Context: an optimization exercise on an open-source flow, tuned for small area, a short achievable clock period and few clock cycles. The choices shown serve that exercise and are no tape-out recipe.
At most, simulation tests tie the RTL to the original design; equivalence was not proved.
Power figures rest on the tool's default switching activity, not on a simulated workload.

Design top_arrhythmia, start of the top module:
module top_arrhythmia #(parameter BITSIZE = 16) (
    input wire  clk,
    input wire  reset,
    input wire  [BITSIZE*10-1:0]   x,
    output wire [BITSIZE*6-1:0]    out_intermediate,
    output wire [BITSIZE*1-1:0] out_zvar,
    output wire [BITSIZE*1-1:0] out_zmean,
    output wire [BITSIZE*1-1:0] out_sampling,
    output wire [BITSIZE*6-1:0]    out_hidden_classifier,
    output wire [BITSIZE*2-1:0]    y,
    output wire done_flag_out
);
    reg [5:0] tr;
    reg       done;
    wire [24:0] osel = srcdec(tr);
    function [24:0] srcdec(input [5:0] t);
        begin
            srcdec = 25'd0;
            case (t)
                6'd0: srcdec[0] = 1'b1;
                6'd1: srcdec[1] = 1'b1;
                6'd2: srcdec[2] = 1'b1;
                6'd3: srcdec[3] = 1'b1;
                6'd4: srcdec[4] = 1'b1;
                6'd5: srcdec[5] = 1'b1;
                6'd6: srcdec[6] = 1'b1;
  ...
Size in the first run: about 420 flip-flops, ~440 I/O pins, ~0.034 mm^2 of cells after synthesis.
export LEC_CHECK = 0
export ABC_AREA = 1
export CAP_MARGIN = 20
export CORE_MARGIN = 2
export CORE_UTILIZATION = 50
export PLACE_DENSITY = 0.7
export SLEW_MARGIN = 20
create_clock -name core_clock -period 12.0 [get_ports {clk}]
standard.sh (not shown) runs the stock make flow with config.mk's settings and CLKGATE_MAP_FILE= SYNTH_SCRIPT=/design/flow/synth_recipe.tcl, a recipe that flattens the netlist after the stock synthesis.
==> flow/flow/run.sh <==
#!/bin/bash
# The standard layout (standard synthesis, floorplan, placement, CTS,
# routing) with two changes to how it is made; the SDC, the synthesis and
# every other step are the standard flow's own:
#  - ORFS's setup repair aims at a shorter period than the constraint's:
#    repair_timing gets a setup margin of flow/margin ns;
#  - the port buffers that buffer_ports inserts on every input and output
#    are sky130_fd_sc_hd__buf_1 (resized later as timing needs).
set -euo pipefail
export SETUP_SLACK_MARGIN=$(cat flow/margin)
export BUFFER_PORTS_ARGS="-buffer_cell sky130_fd_sc_hd__buf_1"
bash standard.sh > flow_standard.log 2>&1
==> flow/flow/margin <==
8.3
The starting point went through all stages and came out clean.
Then changed:
--- a/flow/design.v
+++ b/flow/design.v
@@ -9,13 +9,13 @@
     output wire [BITSIZE*6-1:0]    out_hidden_classifier,
     output wire [BITSIZE*2-1:0]    y,
     output wire done_flag_out
 );
     reg [5:0] tr;
     reg       done;
-    wire [24:0] osel = srcdec(tr);
+    reg [24:0] osel;
     function [24:0] srcdec(input [5:0] t);
         begin
             srcdec = 25'd0;
             case (t)
                 6'd0: srcdec[0] = 1'b1;
                 6'd1: srcdec[1] = 1'b1;
@@ -63,14 +63,14 @@
                 6'd45: srcdec[17] = 1'b1;
                 6'd46: srcdec[16] = 1'b1;
                 default: ;
             endcase
         end
     endfunction
-    wire preload, acc_en, ylast, zwe, h1we0, h1we1, h1we2, h3we0, h3we1, h3we2;
-    wire [7:0] bsel;    
+    reg preload, acc_en, ylast, zwe, h1we0, h1we1, h1we2, h3we0, h3we1, h3we2;
+    reg [7:0] bsel;    
     function [7:0] bdec(input [5:0] t);
         begin
             bdec = {t == 6'd43, t == 6'd42, t == 6'd41, t == 6'd40, t == 6'd32, t == 6'd22, t == 6'd12, t == 6'd2};
         end
     endfunction
     function [9:0] ctldec(input [5:0] t);
@@ -83,20 +83,24 @@
         end
     endfunction
     always @(posedge clk or posedge reset) begin
         if (reset) begin
             tr   <= 6'd1;
             done <= 1'b0;
+            osel <= srcdec(6'd1);
+            {preload, acc_en, ylast, zwe, h1we0, h1we1, h1we2, h3we0, h3we1, h3we2} <= ctldec(6'd1);
+            bsel <= bdec(6'd1);
         end else if (!done) begin
             tr   <= tr + 6'd1;
+            osel <= srcdec(tr + 6'd1);
+            {preload, acc_en, ylast, zwe, h1we0, h1we1, h1we2, h3we0, h3we1, h3we2} <= ctldec(tr + 6'd1);
+            bsel <= bdec(tr + 6'd1);
             if (tr == 6'd49) done <= 1'b1;
         end
     end
     assign done_flag_out = done;
-    assign {preload, acc_en, ylast, zwe, h1we0, h1we1, h1we2, h3we0, h3we1, h3we2} = ctldec(tr);
-    assign bsel = bdec(tr);
     reg [14:0] h1_0, h1_1, h1_2, h1_3, h1_4, h1_5;
     reg [14:0] h3_0, h3_1, h3_2, h3_3, h3_4, h3_5;
     reg [15:0] zmean_r, zvar_r;
     reg        zsign_r;
     reg [15:0] accA, accB;
     reg        accfA, accfB;
Effect: The new run finished with timing, DRC and antenna clean. Utilization went up by 0.27 points. Register-to-register slack improves by 70 ps. Cell area went up by a few percent. Synthesized area went up slightly. Combinational power went down by a few percent. Clock power went up by about a fifth. Final cell count went down slightly. Synthesized cell count went down by a few percent.
Testbench counts after the change, summed over its fixed seeds: cycles 60,000.
Only the layout flow was run in the first run of this note; the RTL was not checked for function there.

========
top_arrhythmia, a different RTL version from the one above (not shown whole).
For scale: ~440 I/O pins, about 34,000 um2 of cells after synthesis.
clock: 12.0 ns
lec_check: 0
abc_clock_period_in_ps: 3000
cap_margin: 20
core_margin: 2
core_utilization: 40
place_density: 0.6
slew_margin: 20
Scripts as last shown in full above: flow/flow/run.sh, flow/flow/margin
Change:
--- a/flow/design.v
+++ b/flow/design.v
@@ -79,21 +79,21 @@
                       (t >= 6'd2) && (t <= 6'd49),
                       t == 6'd49, t == 6'd38,
                       t == 6'd12, t == 6'd22, t == 6'd32,
                       t == 6'd41, t == 6'd42, t == 6'd43};
         end
     endfunction
     always @(posedge clk or posedge reset) begin
         if (reset) begin
-            tr   <= 6'd1;
+            tr   <= 6'd0;
             done <= 1'b0;
-            osel <= srcdec(6'd1);
-            {preload, acc_en, ylast, zwe, h1we0, h1we1, h1we2, h3we0, h3we1, h3we2} <= ctldec(6'd1);
-            bsel <= bdec(6'd1);
+            osel <= srcdec(6'd0);
+            {preload, acc_en, ylast, zwe, h1we0, h1we1, h1we2, h3we0, h3we1, h3we2} <= ctldec(6'd0);
+            bsel <= bdec(6'd0);
         end else if (!done) begin
             tr   <= tr + 6'd1;
             osel <= srcdec(tr + 6'd1);
             {preload, acc_en, ylast, zwe, h1we0, h1we1, h1we2, h3we0, h3we1, h3we2} <= ctldec(tr + 6'd1);
             bsel <= bdec(tr + 6'd1);
             if (tr == 6'd49) done <= 1'b1;
         end
     end
@@ -233,19 +233,19 @@
             6'd45: romB_sel = 22'h231600;
             6'd46: romB_sel = 22'h028721;
             default: romB_sel = 22'h000000;
         endcase
     end
     reg [15:0] opa;
     reg [21:0] romA, romB;
     always @(posedge clk) begin
-        opa  <= reset ? x[15:0] : opa_n;
-        romA <= reset ? 22'h0507b0 : romA_sel;
-        romB <= reset ? 22'h041012 : romB_sel;
+        opa  <= opa_n;
+        romA <= romA_sel;
+        romB <= romB_sel;
     end
     wire [29:0] svA_n, cvA_n, svB_n, cvB_n;
     booth_pp ppA (.m(opa[14:0]), .r(romA[20:0]), .sv(svA_n), .cv(cvA_n));
     booth_pp ppB (.m(opa[14:0]), .r(romB[20:0]), .sv(svB_n), .cv(cvB_n));
     reg [29:0] svA, cvA, svB, cvB;
     reg        sgA2, sgB2;
     always @(posedge clk) begin
         svA <= svA_n; cvA <= cvA_n;
Clock power hardly moves.
Final area came out higher by about 0.36%.
Area after synthesis came out higher by 1.7%.
Total power came out lower by about 27%.
First-iteration DRC count came out lower by about 2%.
Worst setup slack improved by 68 ps.
Testbench counts after the change, summed over its fixed seeds: cycles 61,200.
Only the layout flow was run in the first run of this note; the RTL was not checked for function there.

==> separate check: timing with driven ports <==
Ports are ideal in the flow. The routed layouts listed here were re-timed in OpenROAD. Step 1 assumes that a clkbuf_16 drives the clock port and a buf_2 every other input. Step 2 adds t to the input delays and takes it off the output delays; t is the mean of the earliest and latest rising clock arrival at the registers after step 1. Input paths then give back, and output paths get back, about the clock's delay inside the block. Three values: ideal, step 1, step 2; two values: the first two.
run | shift t [ns] | setup WS [ns] | worst setup path at the end | latest minus earliest clock arrival (ns) | cell pins on the clock port's net
the first run of note 1 | 0.673 | 8.275 / 8.214 / 7.696 | input to register | 0.079 / 0.079 | 1
the second run of note 1 | 0.675 | 8.284 / 8.219 / 7.695 | input to register | 0.087 / 0.087 | 1
the first run of note 2 | 0.701 | 8.238 / 8.206 / 7.689 | input to register | 0.071 / 0.071 | 1
the second run of note 2 | 0.698 | 8.306 / 8.238 / 7.907 | input to register | 0.096 / 0.096 | 1
After both steps setup and hold are still met in every run listed. The setup slack of the second run of note 1, which loses most, moves by -0.065 ns with the drivers and by -0.589 ns with both steps.
